This design comes from an exercise in tuning for small area and a short achievable clock period on the open sky130 flow, not from production work.
The RTL was checked by simulation tests, not by an equivalence proof against the original design.

==> 02-14: inputs <==
==> flow/design.v (excerpt) <==
module pipelined_iir(clk, reset, x, y);
  input wire clk, reset;
  input wire signed [31:0] x;
  output wire signed [31:0] y;
  reg [31:0] xr;    
  reg [43:0] qr;    
  wire [63:0] t;
  wire [43:0] q = t[63:20];
  reg [63:0] w11;   
  reg [2:0] wc11;  
  reg [63:0] w10;   
  reg [2:0] wc10;  
  reg [63:0] w9;   
  reg [2:0] wc9;  
  reg [63:0] w8;   
  reg [2:0] wc8;  
  reg [63:0] w7;   
  reg [2:0] wc7;  
  reg [63:0] w6;   
  reg [2:0] wc6;  
  reg [63:0] w5;   
  reg [2:0] wc5;  
  reg [63:0] w4;   
  reg [2:0] wc4;  
  reg [63:0] w3;   
  reg [2:0] wc3;  
  reg [63:0] w2;   
  reg [2:0] wc2;  
  reg [63:0] s1;    
  wire n1 = qr[1] ^ qr[0];
  wire n2 = qr[2] ^ qr[1];
  wire n3 = qr[3] ^ qr[2];
  wire n4 = qr[4] ^ qr[3];
  wire n5 = qr[5] ^ qr[4];
  wire n6 = qr[6] ^ qr[5];
  wire n7 = qr[7] ^ qr[6];
  wire n8 = qr[8] ^ qr[7];
  wire n9 = qr[9] ^ qr[8];
  wire n10 = qr[10] ^ qr[9];
  wire n11 = qr[11] ^ qr[10];
  wire n12 = qr[12] ^ qr[11];
  wire n13 = qr[13] ^ qr[12];
  wire n14 = qr[14] ^ qr[13];
  wire n15 = qr[15] ^ qr[14];
  wire n16 = qr[16] ^ qr[15];
  wire n17 = qr[17] ^ qr[16];
  wire n18 = qr[18] ^ qr[17];
  wire n19 = qr[19] ^ qr[18];
  wire n20 = qr[20] ^ qr[19];
  wire n21 = qr[21] ^ qr[20];
  wire n22 = qr[22] ^ qr[21];
  wire n23 = qr[23] ^ qr[22];
  wire n24 = qr[24] ^ qr[23];
  wire n25 = qr[25] ^ qr[24];
  wire n26 = qr[26] ^ qr[25];
  wire n27 = qr[27] ^ qr[26];
  wire n28 = qr[28] ^ qr[27];
  wire n29 = qr[29] ^ qr[28];
  wire n30 = qr[30] ^ qr[29];
  wire n31 = qr[31] ^ qr[30];
  wire n32 = qr[32] ^ qr[31];
  wire n33 = qr[33] ^ qr[32];
  wire n34 = qr[34] ^ qr[33];
  wire n35 = qr[35] ^ qr[34];
  ...
clock: 32.0 ns
lec_check: 0
cap_margin: 40
core_margin: 2
core_utilization: 45
slew_margin: 40
synth_hierarchical: 1
synth_minimum_keep_size: 0
standard.sh (not shown) runs the stock make flow with config.mk's settings and CLKGATE_MAP_FILE= SYNTH_SCRIPT=/design/flow/synth_recipe.tcl, a recipe that flattens the netlist after the stock synthesis.
==> flow/flow/run.sh <==
#!/bin/bash
set -euo pipefail
export SETUP_SLACK_MARGIN=15
bash standard.sh MATCH_CELL_FOOTPRINT=0 finish > standard.log 2>&1
==> 06-13: changes against 02-14 <==
- CTS_BUF_LIST: default -> sky130_fd_sc_hd__clkbuf_4 sky130_fd_sc_hd__clkbuf_8
==> summary.txt <==
----------------------------------------------------
[Run status]
  Status ... no timing/DRC/antenna violations

[Cells and area]
  Most frequent cells in the layout ... sky130_fd_sc_hd__fa_1, sky130_fd_sc_hd__inv_1, sky130_fd_sc_hd__ha_1
  Proportion of layout cells with a drive suffix above 1 ... 0.1048

[Global route]
  Global-route track usage on met1 ... 0.4527
  Vias in the first global route ... approximately 110k

[Clocking]
  Clock H-tree levels ... 3

----------------------------------------------------
(the above is from 02-14)
==> summary.txt <==
----------------------------------------------------
[Global route]
  Vias in the first global route ... 108700
  Global-route track usage on met1 ... 0.4503
  Number of antenna violations at the first check in global routing ... 43

[Cells and area]
  Register area ... 16280 µm²
  Total inserted antenna cells ... 27
  Most frequent cells in the layout ... sky130_fd_sc_hd__fa_1, sky130_fd_sc_hd__inv_1, sky130_fd_sc_hd__ha_1
  Proportion of layout cells with a drive suffix above 1 ... 0.1151

[Clocking]
  Clock H-tree levels ... 4

[Timing]
  Highest Clock Rate ... a little under 60 MHz

[Drt]
  Routed wire length on met2 ... approximately 270000 µm

[Worst setup path]
  Path type of the worst setup path ... in2out

[Run status]
  Status ... no timing/DRC/antenna violations

----------------------------------------------------
(the above is from 06-13)

afterwards: timing with drivers on the ports:
No port has a modelled driver above. Below, the same layouts with a new extraction and two added sets of constraints. Step 1 (the two cells are an assumption about what drives the block):
set clk [get_ports {clk}]
set_driving_cell -lib_cell sky130_fd_sc_hd__clkbuf_16 $clk
set_driving_cell -lib_cell sky130_fd_sc_hd__buf_2 [delete_from_list [all_inputs] $clk]
Step 2, shift: input delay + t, output delay - t, t = (earliest + latest rising clock arrival at the registers) / 2. This alone moves slack from input paths to output paths. Three values: ideal, step 1, step 2; two values: the first two.
run	t, ns	setup WS [ns]	hold WS [ns]	worst setup path at the end	cell pins on the clock port's net
02-14	1.024	14.629 / 14.568 / 14.362	0.377 / 0.377 / 0.377	input to register	1
06-13	1.167	14.640 / 14.580 / 14.394	0.377 / 0.377 / 0.377	input to register	1
After both steps setup and hold are still met in every run listed. For 02-14, which loses most, drivers alone change the setup slack by -0.061 ns; drivers and shift together by -0.267 ns.
